This is an optimization exercise on Yosys and OpenROAD, whose aim is small area, not a production implementation.
Function was checked by simulation only, so behaviour that the tests miss may differ from the original.
Power is estimated from default activity; no workload was simulated.

==> v5: inputs <==
==> flow/design.v <==
module memGame_Top(Clk, Rst, game_b, p1_b, p1_inputNum, seqDisp, p1Disp, pointDisp, r_LED, g_LED);
  input Clk, Rst, game_b, p1_b;
  input [3:0] p1_inputNum;
  output [17:0] r_LED;
  output [3:0] g_LED;
  output [6:0] seqDisp, p1Disp, pointDisp;
  localparam [3:0] S_Init = 4'd0, S_Init0 = 4'd1, S_GetNum = 4'd2, S_Shift = 4'd3,
                   S_Stage1 = 4'd4, S_Mod = 4'd5, S_Generate = 4'd6, S_Add = 4'd7,
                   S_WaitForPush = 4'd8, S_InputSeq = 4'd9, S_Verify = 4'd10;
  localparam [31:0] C1 = 32'b01110010100111010100101001011110;
  localparam [31:0] C2 = 32'b01101111001100100001100011001011;
  localparam [31:0] C3 = 32'b10101001010010110111000010011110;
  localparam [31:0] C4 = 32'b01100100001100011001001101111011;
  reg gw, gp, pw, pp;
  always @(posedge Clk) begin
    gw <= Rst & ~game_b & ~gp;
    gp <= Rst & gw & game_b;
    pw <= Rst & ~p1_b & ~pp;
    pp <= Rst & pw & p1_b;
  end
  wire gameButton = gp;
  wire pButton = pp;
  reg [3:0] randNum;
  always @(posedge Clk)
    if (!Rst) randNum <= 4'd0;
    else if (!game_b) randNum <= randNum + 4'd1;
  reg [3:0] State;
  reg [4:0] points;
  reg [3:0] inputCt;
  reg [4:0] num2display;
  reg [3:0] p1n;
  reg [3:0] prev;
  reg [3:0] rsv;
  reg [1:0] src;
  reg [5:0] sh;
  reg [3:0] kled;
  reg rA, rB;
  reg [3:0] g;
  reg [27:0] trace;
  reg alive, neg;
  wire inDisp = (State == S_Stage1) | (State == S_Mod) | (State == S_Generate) |
                (State == S_Add) | (State == S_WaitForPush);
  reg [5:0] tcnt;
  always @(posedge Clk)
    if (!inDisp) tcnt <= 6'd0;
    else if (tcnt == 6'd42) tcnt <= 6'd3;
    else tcnt <= tcnt + 6'd1;
  wire pulse = (tcnt == 6'd42);
  wire [3:0] level = (points < 5'd15) ? points[3:0] + 4'd1 : 4'd15;
  wire [8:0] pc = {points, inputCt};
  wire [3:0] prodTerm =
    (pc == 9'd24 || pc == 9'd123 || pc == 9'd216) ? 4'd2 :
    (pc == 9'd17 || pc == 9'd119 || pc == 9'd209) ? 4'd3 :
    (pc == 9'd25 || pc == 9'd35 || pc == 9'd40 || pc == 9'd45 || pc == 9'd52 || pc == 9'd57 || pc == 9'd62 || pc == 9'd100 || pc == 9'd105 || pc == 9'd110 || pc == 9'd115 || pc == 9'd132 || pc == 9'd137 || pc == 9'd142 || pc == 9'd180 || pc == 9'd185 || pc == 9'd190 || pc == 9'd195 || pc == 9'd200 || pc == 9'd205 || pc == 9'd217) ? 4'd4 :
    (pc == 9'd18 || pc == 9'd126 || pc == 9'd210) ? 4'd5 :
    (pc == 9'd26 || pc == 9'd65 || pc == 9'd68 || pc == 9'd71 || pc == 9'd74 || pc == 9'd77 || pc == 9'd122 || pc == 9'd161 || pc == 9'd164 || pc == 9'd167 || pc == 9'd170 || pc == 9'd173 || pc == 9'd218) ? 4'd6 :
    (pc == 9'd19 || pc == 9'd33 || pc == 9'd38 || pc == 9'd43 || pc == 9'd51 || pc == 9'd56 || pc == 9'd61 || pc == 9'd99 || pc == 9'd104 || pc == 9'd109 || pc == 9'd118 || pc == 9'd131 || pc == 9'd136 || pc == 9'd141 || pc == 9'd179 || pc == 9'd184 || pc == 9'd189 || pc == 9'd193 || pc == 9'd198 || pc == 9'd203 || pc == 9'd211) ? 4'd7 :
    (pc == 9'd27 || pc == 9'd114 || pc == 9'd219) ? 4'd8 :
    (pc == 9'd20 || pc == 9'd125 || pc == 9'd212) ? 4'd9 :
    (pc == 9'd28 || pc == 9'd36 || pc == 9'd41 || pc == 9'd46 || pc == 9'd50 || pc == 9'd55 || pc == 9'd60 || pc == 9'd98 || pc == 9'd103 || pc == 9'd108 || pc == 9'd121 || pc == 9'd130 || pc == 9'd135 || pc == 9'd140 || pc == 9'd178 || pc == 9'd183 || pc == 9'd188 || pc == 9'd196 || pc == 9'd201 || pc == 9'd206 || pc == 9'd220) ? 4'd10 :
    (pc == 9'd21 || pc == 9'd66 || pc == 9'd69 || pc == 9'd72 || pc == 9'd75 || pc == 9'd78 || pc == 9'd117 || pc == 9'd162 || pc == 9'd165 || pc == 9'd168 || pc == 9'd171 || pc == 9'd174 || pc == 9'd213) ? 4'd11 :
    (pc == 9'd29 || pc == 9'd113 || pc == 9'd221) ? 4'd12 :
    (pc == 9'd22 || pc == 9'd34 || pc == 9'd39 || pc == 9'd44 || pc == 9'd49 || pc == 9'd54 || pc == 9'd59 || pc == 9'd97 || pc == 9'd102 || pc == 9'd107 || pc == 9'd124 || pc == 9'd129 || pc == 9'd134 || pc == 9'd139 || pc == 9'd177 || pc == 9'd182 || pc == 9'd187 || pc == 9'd194 || pc == 9'd199 || pc == 9'd204 || pc == 9'd214) ? 4'd13 :
    (pc == 9'd30 || pc == 9'd120 || pc == 9'd222) ? 4'd14 :
    (pc == 9'd23 || pc == 9'd116 || pc == 9'd215) ? 4'd15 :
    4'd1;
  wire [31:0] cur = (src == 2'd0) ? C1 : (src == 2'd1) ? C2 : (src == 2'd2) ? C3 : C4;
  wire isZero = sh[5] | (&sh[4:0] & (src != 2'd2));
  reg [1:0] src1;
  reg [5:0] sh1;
  always @* begin
    src1 = src; sh1 = sh;
    if (isZero) begin
      if (src == 2'd0 && !rsv[3]) begin src1 = 2'd1; sh1 = {rsv[2:0], 2'b00}; end
      else if (src == 2'd1 && !rsv[3]) begin src1 = 2'd2; sh1 = {rsv[2:0], 2'b00}; end
      else if (src == 2'd2 && rsv[3:2] == 2'b00) begin src1 = 2'd3; sh1 = {rsv[1:0], 3'b000}; end
    end
  end
  wire [31:0] cur1 = (src1 == 2'd0) ? C1 : (src1 == 2'd1) ? C2 : (src1 == 2'd2) ? C3 : C4;
  wire [34:0] curX = {3'b000, cur1};
  reg [3:0] nib;
  integer j;
  always @* begin
    nib = 4'd0;
    for (j = 0; j < 32; j = j + 1)
      if (sh1 == j) nib = curX[j +: 4];
  end
  wire [4:0] digit = (nib == prev) ? {1'b0, nib} + {1'b0, level} :
                     (nib == 4'd0) ? {1'b0, prodTerm} : {1'b0, nib};
  wire [1:0] cLive = (randNum == 4'd1 || randNum == 4'd4 || randNum == 4'd7 || randNum == 4'd10 || randNum == 4'd13) ? 2'd1 :
                    (randNum == 4'd2 || randNum == 4'd5 || randNum == 4'd8 || randNum == 4'd11 || randNum == 4'd14) ? 2'd2 : 2'd0;
  reg [1:0] cRec;
  always @* begin
    cRec = 2'd0;
    for (j = 0; j < 14; j = j + 1)
      if (inputCt == j + 2) cRec = trace[2*j +: 2];
  end
  wire replay = (State == S_InputSeq);
  wire [1:0] c = replay ? cRec : cLive;
  wire [5:0] shNext = sh1[5] ? sh1 : sh1 + {4'd0, c} + 6'd1;
  function [5:0] shStart(input [3:0] r);
    shStart = (r[3:2] != 2'b00) ? 6'd32 : (r[1:0] == 2'd0) ? 6'd0 : (r[1:0] == 2'd1) ? 6'd10 : (r[1:0] == 2'd2) ? 6'd20 : 6'd30;
  endfunction
  wire [5:0] shInit = shStart(randNum);
  wire [5:0] shInitR = shStart(rsv);
  wire realStep = (inputCt <= kled);
  wire [4:0] n = realStep ? digit : 5'd0;
  wire [6:0] u = {2'b00, n} + (neg ? 7'd0 : 7'd16) - {3'b000, p1_inputNum};
  always @(posedge Clk) begin
    p1n <= p1_inputNum;
    if (!Rst) begin
      State <= S_Init;
      points <= 5'd0;
      num2display <= 5'b10000;
      kled <= 4'd0;
      rA <= 1'b0; rB <= 1'b1;
      g <= 4'b0000;
    end else begin
      case (State)
        S_Init0: begin
          if (gameButton) State <= S_GetNum; else State <= S_Init;
        end
        S_Init: begin
          inputCt <= level;
          if (gameButton) State <= S_GetNum;
        end
        S_GetNum: begin
          if (randNum != 4'd0) State <= S_Shift;
        end
        S_Shift: begin
          rsv <= randNum;
          src <= 2'd0;
          sh <= shInit;
          prev <= 4'd0;
          kled <= 4'd0; rA <= 1'b0; rB <= 1'b0;
          g <= 4'b0000;
          State <= S_Stage1;
        end
        S_Stage1: begin
          if (inputCt == 4'd0) State <= S_WaitForPush;
          else if (pulse) begin
            kled <= kled + 4'd1;
            State <= S_Mod;
          end
        end
        S_Mod: begin
          num2display <= {1'b0, nib};
          State <= S_Generate;
        end
        S_Generate: begin
          num2display <= digit;
          prev <= digit[3:0];
          src <= src1;
          sh <= shNext;
          if (inputCt != 4'd1) trace <= {trace[25:0], cLive};
          inputCt <= inputCt - 4'd1;
          State <= S_Add;
        end
        S_Add: State <= S_Stage1;
        S_WaitForPush: begin
          if (pulse) begin
            num2display <= 5'b10000;
            g <= 4'b0001;
            inputCt <= level;
            src <= 2'd0;
            sh <= shInitR;
            prev <= 4'd0;
            alive <= (kled <= level);
            neg <= 1'b0;
            State <= S_InputSeq;
          end
        end
        S_InputSeq: begin
          if (inputCt == 4'd0) State <= S_Verify;
          else if (pButton) begin
            g <= (g == 4'b1111) ? 4'b0001 : {g[2:0], 1'b1};
            inputCt <= inputCt - 4'd1;
            if (realStep) begin
              prev <= digit[3:0];
              src <= src1;
              sh <= shNext;
            end
            alive <= alive & ((u == 7'd16) | (u == 7'd15));
            neg <= (u == 7'd15);
          end
        end
        S_Verify: begin
          inputCt <= level;
          kled <= 4'd0;
          if (alive & ~neg) begin
            g <= 4'b1111; rA <= 1'b0; rB <= 1'b0;
            points <= points + 5'd1;
          end else begin
            g <= 4'b0000; rA <= 1'b1; rB <= 1'b1;
            points <= points - 5'd1;
          end
          State <= S_Init0;
        end
        default: State <= S_Init;
      endcase
    end
  end
  wire [15:0] thermX = ~(16'hffff << kled);
  wire [14:0] therm = thermX[14:0];
  assign r_LED[14:0] = therm | {rB, rA, rB, rA, rB, rA, rB, rA, rB, rA, rB, rA, rB, rA, rB};
  assign r_LED[15] = rA;
  assign r_LED[16] = rB;
  assign r_LED[17] = rA;
  assign g_LED = g;
  wire showP = (State == S_InputSeq) | (State == S_Verify);
  sevenSegDecoder disp_Sequence(num2display, seqDisp);
  sevenSegDecoder disp_p1({~showP, showP ? p1n : 4'd0}, p1Disp);
  sevenSegDecoder disp_points(points, pointDisp);
endmodule
module sevenSegDecoder(decoder_in, decoder_out);
  input [4:0] decoder_in;
  output [6:0] decoder_out;
  assign decoder_out =
    (decoder_in == 5'd0) ? 7'b1000000 :
    (decoder_in == 5'd1) ? 7'b1111001 :
    (decoder_in == 5'd2) ? 7'b0100100 :
    (decoder_in == 5'd3) ? 7'b0110000 :
    (decoder_in == 5'd4) ? 7'b0011001 :
    (decoder_in == 5'd5) ? 7'b0010010 :
    (decoder_in == 5'd6) ? 7'b0000010 :
    (decoder_in == 5'd7) ? 7'b1111000 :
    (decoder_in == 5'd8) ? 7'b0000000 :
    (decoder_in == 5'd9) ? 7'b0011000 :
    (decoder_in == 5'd10) ? 7'b0100000 :
    (decoder_in == 5'd11) ? 7'b0000011 :
    (decoder_in == 5'd12) ? 7'b0100111 :
    (decoder_in == 5'd13) ? 7'b0100001 :
    (decoder_in == 5'd14) ? 7'b0000110 :
    (decoder_in == 5'd15) ? 7'b0001110 :
    7'b1111111;
endmodule
==> flow/run.sh <==
#!/bin/bash
# synth_recipe.tcl (not shown) runs the flow's synth.tcl, then flattens the netlist and writes it again
# the make line also repeats each setting of config.mk as NAME=value (left out here)
make -C /OpenROAD-flow-scripts/flow DESIGN_CONFIG=/design/flow/config.mk WORK_HOME=/design/flow/orfs CLKGATE_MAP_FILE= SYNTH_SCRIPT=/design/flow/synth_recipe.tcl finish
==> flow/config.mk <==
export PLATFORM = sky130hd
export DESIGN_NAME = memGame_Top
export DESIGN_NICKNAME = memGame_Top
export VERILOG_FILES = /design/flow/design.v
export SDC_FILE = /design/flow/constraint.sdc
export NUM_CORES = 4
export LEC_CHECK = 0
export ABC_AREA = 1
export CAP_MARGIN = 20
export CORE_MARGIN = 2
export CORE_UTILIZATION = 40
export SLEW_MARGIN = 20
==> flow/constraint.sdc <==
create_clock -name core_clock -period 20.0 [get_ports {Clk}]
set_input_delay 4.0000 -clock core_clock [delete_from_list [all_inputs] [get_ports {Clk}]]
set_output_delay 4.0000 -clock core_clock [all_outputs]
set_load 0.01 [all_outputs]
==> v13 (differences from v5) <==
--- a/flow/design.v
+++ b/flow/design.v
@@ -29,3 +29,3 @@
   reg [3:0] inputCt;
-  reg [4:0] num2display;
+  reg d4;             
   reg [3:0] p1n;
@@ -37,3 +37,3 @@
   reg rA, rB;
-  reg [3:0] g;
+  reg ga, gb, gx;     
   reg [27:0] trace;
@@ -91,8 +91,3 @@
                     (randNum == 4'd2 || randNum == 4'd5 || randNum == 4'd8 || randNum == 4'd11 || randNum == 4'd14) ? 2'd2 : 2'd0;
-  reg [1:0] cRec;
-  always @* begin
-    cRec = 2'd0;
-    for (j = 0; j < 14; j = j + 1)
-      if (inputCt == j + 2) cRec = trace[2*j +: 2];
-  end
+  wire [1:0] cRec = trace[27:26];
   wire replay = (State == S_InputSeq);
@@ -113,6 +108,5 @@
       points <= 5'd0;
-      num2display <= 5'b10000;
       kled <= 4'd0;
       rA <= 1'b0; rB <= 1'b1;
-      g <= 4'b0000;
+      ga <= 1'b0; gb <= 1'b0; gx <= 1'b0;
     end else begin
@@ -135,3 +129,3 @@
           kled <= 4'd0; rA <= 1'b0; rB <= 1'b0;
-          g <= 4'b0000;
+          ga <= 1'b0; gb <= 1'b0; gx <= 1'b0;
           State <= S_Stage1;
@@ -139,3 +133,6 @@
         S_Stage1: begin
-          if (inputCt == 4'd0) State <= S_WaitForPush;
+          if (inputCt == 4'd0) begin
+            inputCt <= ~kled;    
+            State <= S_WaitForPush;
+          end
           else if (pulse) begin
@@ -146,3 +143,2 @@
         S_Mod: begin
-          num2display <= {1'b0, nib};
           State <= S_Generate;
@@ -150,3 +146,3 @@
         S_Generate: begin
-          num2display <= digit;
+          d4 <= digit[4];
           prev <= digit[3:0];
@@ -160,5 +156,8 @@
         S_WaitForPush: begin
+          if (!pulse && inputCt != 4'd0) begin
+            trace <= {trace[25:0], cLive};
+            inputCt <= inputCt - 4'd1;
+          end
           if (pulse) begin
-            num2display <= 5'b10000;
-            g <= 4'b0001;
+            ga <= 1'b1; gb <= 1'b0; gx <= 1'b0;
             inputCt <= level;
@@ -175,5 +174,6 @@
           else if (pButton) begin
-            g <= (g == 4'b1111) ? 4'b0001 : {g[2:0], 1'b1};
+            {gb, gx} <= {gb, gx} + 2'd1;
             inputCt <= inputCt - 4'd1;
             if (realStep) begin
+              trace <= {trace[25:0], cLive};
               prev <= digit[3:0];
@@ -190,6 +190,6 @@
           if (alive & ~neg) begin
-            g <= 4'b1111; rA <= 1'b0; rB <= 1'b0;
+            ga <= 1'b1; gb <= 1'b1; gx <= 1'b1; rA <= 1'b0; rB <= 1'b0;
             points <= points + 5'd1;
           end else begin
-            g <= 4'b0000; rA <= 1'b1; rB <= 1'b1;
+            ga <= 1'b0; gb <= 1'b0; gx <= 1'b0; rA <= 1'b1; rB <= 1'b1;
             points <= points - 5'd1;
@@ -208,4 +208,7 @@
   assign r_LED[17] = rA;
-  assign g_LED = g;
+  assign g_LED = {gb & gx, gb, gb | gx, ga};
   wire showP = (State == S_InputSeq) | (State == S_Verify);
+  wire showDig = ((State == S_Stage1) | (State == S_Add) | (State == S_WaitForPush)) & (kled != 4'd0) |
+                 (State == S_Mod) & (kled[3:1] != 3'd0);
+  wire [4:0] num2display = (State == S_Generate) ? {1'b0, nib} : showDig ? {d4, prev} : 5'b10000;
   sevenSegDecoder disp_Sequence(num2display, seqDisp);
==> flow/flow/run.sh (new file) <==
#!/bin/bash
# Own layout flow: the standard synthesis, then its combinational logic re-mapped with a
# stronger, area-oriented ABC script (flip-flops are left exactly as synthesis made them), then
# the standard layout steps, with the port buffers made with the smallest buffer cell.
set -euo pipefail
W=$(pwd)
R=$W/orfs/results/$FLOW_PLATFORM/memGame_Top/base
F=$W/flow
YOSYS=$(command -v yosys || echo "$FLOW_HOME/../tools/install/yosys/bin/yosys")
PDK=$FLOW_HOME/platforms/$FLOW_PLATFORM

# 1. standard synthesis
bash standard.sh synth > "$W/run_synth.log" 2>&1

# 2. re-map the combinational logic
cp "$R/1_2_yosys.v" "$W/1_2_yosys_standard.v"
export REOPT_LIB=$PDK/lib/sky130_fd_sc_hd__tt_025C_1v80.lib
export REOPT_DONT_USE="$(sed -n '/^export DONT_USE_CELLS/,/^$/p' "$PDK/config.mk" | grep -o 'sky130_fd_sc_hd__[a-z0-9_]*' | tr '\n' ' ')"
export REOPT_IN=$W/1_2_yosys_standard.v
export REOPT_OUT=$W/1_2_yosys_reopt.v
export REOPT_ABC=$F/area.abc
"$YOSYS" -c "$F/reopt.tcl" > "$W/run_reopt.log" 2>&1
cp "$REOPT_OUT" "$R/1_2_yosys.v"
rm -f "$R/1_synth.odb" "$R/1_synth.sdc"

# 3. standard layout from the re-mapped netlist
export BUFFER_PORTS_ARGS="-buffer_cell sky130_fd_sc_hd__buf_1"
bash standard.sh > "$W/run_layout.log" 2>&1
==> flow/flow/area.abc (new file) <==
strash
&get -n
&deepsyn -T 30
&put
dch -f
amap
topo
==> flow/flow/reopt.tcl (new file) <==
# Re-map the combinational logic of the standard synthesis netlist with a stronger ABC script.
# Flip-flops stay as they are: same instances, names and cell types.
yosys -import
set lib $::env(REOPT_LIB)
set dont_use {}
foreach c $::env(REOPT_DONT_USE) { lappend dont_use -dont_use $c }
read_liberty -overwrite -setattr liberty_cell -ignore_miss_func $lib
read_verilog $::env(REOPT_IN)
hierarchy -top memGame_Top
blackbox sky130_fd_sc_hd__*df* sky130_fd_sc_hd__*dl* sky130_fd_sc_hd__conb_*
flatten
# wires that flattening the library cells created are internal
yosys rename -hide w:_*_.*
opt_clean -purge
tee -o $::env(REOPT_OUT).before.txt stat
abc -script $::env(REOPT_ABC) -liberty $lib {*}$dont_use
read_liberty -lib -overwrite $lib
opt_clean -purge
setundef -zero
splitnets
opt_clean -purge
hilomap -singleton -hicell sky130_fd_sc_hd__conb_1 HI -locell sky130_fd_sc_hd__conb_1 LO
insbuf -buf sky130_fd_sc_hd__buf_1 A X
tee -o $::env(REOPT_OUT).stat.txt stat -liberty $lib
check -assert -mapped
write_verilog -noattr -nohex -nodec $::env(REOPT_OUT)
==> flow/standard.sh (new file) <==
#!/bin/bash
# synth_recipe.tcl (not shown) runs the flow's synth.tcl, then flattens the netlist and writes it again
# the make line also repeats each setting of config.mk as NAME=value (left out here)
make -C /OpenROAD-flow-scripts/flow DESIGN_CONFIG=/design/flow/config.mk WORK_HOME=/design/flow/orfs CLKGATE_MAP_FILE= SYNTH_SCRIPT=/design/flow/synth_recipe.tcl "${@:-finish}"
removed: flow/run.sh
==> run summary <==
metric                                                                             v13                        v5
Result of the run                                                       finished clean            finished clean
Comb group                                                                    0.321 mW                  0.286 mW
Met3 layer wire length in the routed design                                    1200 um                   1040 um
Post-DP HPWL                                                                  13400 um                  16500 um
Grt met1 use                                                                     0.333                     0.285
Total area of multi-input combinational cells                                 2930 um2                  4740 um2
Critical path launch point                                                       sh[1]                  State[3]
Clock network contribution to total cell area                                   0.0469                    0.0325
WP data arrival                                                                6.44 ns                   3.35 ns
Worst hold path cell count                                                           0                         2
Count of standard-cell rows                                                         43                        51
Internal power contribution                                                   0.413 mW                  0.413 mW
Overall track demand over capacity in global routing                             0.234                     0.199
Comb power frac                                                                  0.433                     0.414
Seq power                                                                     0.255 mW                  0.233 mW
Met3 track demand over resource in global routing                               0.0390                    0.0266
Fraction of area in registers                                                    0.356                     0.259
FF+latch count                                                                      87                        92
Mean routed wirelength per cell                                                17.0 um                   13.7 um
Number of tap instances                                                            180                       265
Most common library cell in the layout ignoring fill and taps  sky130_fd_sc_hd__nor2_1  sky130_fd_sc_hd__nand2_1
Beginning of the worst register-to-register path                                 sh[1]                    src[1]
Reg area                                                                      2250 um2                  2340 um2
Switching part of the total                                                      0.444                     0.401
Hold EP                                                                      trace[18]                        gp
Multi-input gate count                                                             570                       896

-- re-timing with driven ports --
No port has a modelled driver above. Below, the same layouts with a new extraction and two added sets of constraints. Step 1 sets driving cells, clkbuf_16 on the clock port and buf_2 on the other inputs (assumed; they add their load-dependent delay and slew). Step 2 times the ports against the registers' clock, not the clock port: input delays grow and output delays shrink by t, the midpoint of the rising clock arrivals with the driver on. Three values: no drivers, after step 1, after step 2; two values: the first two.
run | shift t [ns] | slack for setup (ns) | hold slack, ns | worst setup path at the end | latest minus earliest clock arrival (ns)
v5 | 0.387 | 12.654 / 12.614 / 13.001 | 0.421 / 0.421 / 0.421 | register to output | 0.012 / 0.011
v13 | 0.376 | 9.558 / 9.521 / 9.897 | 0.416 / 0.416 / 0.416 | register to output | 0.011 / 0.012
After both steps setup and hold are still met in every run listed.
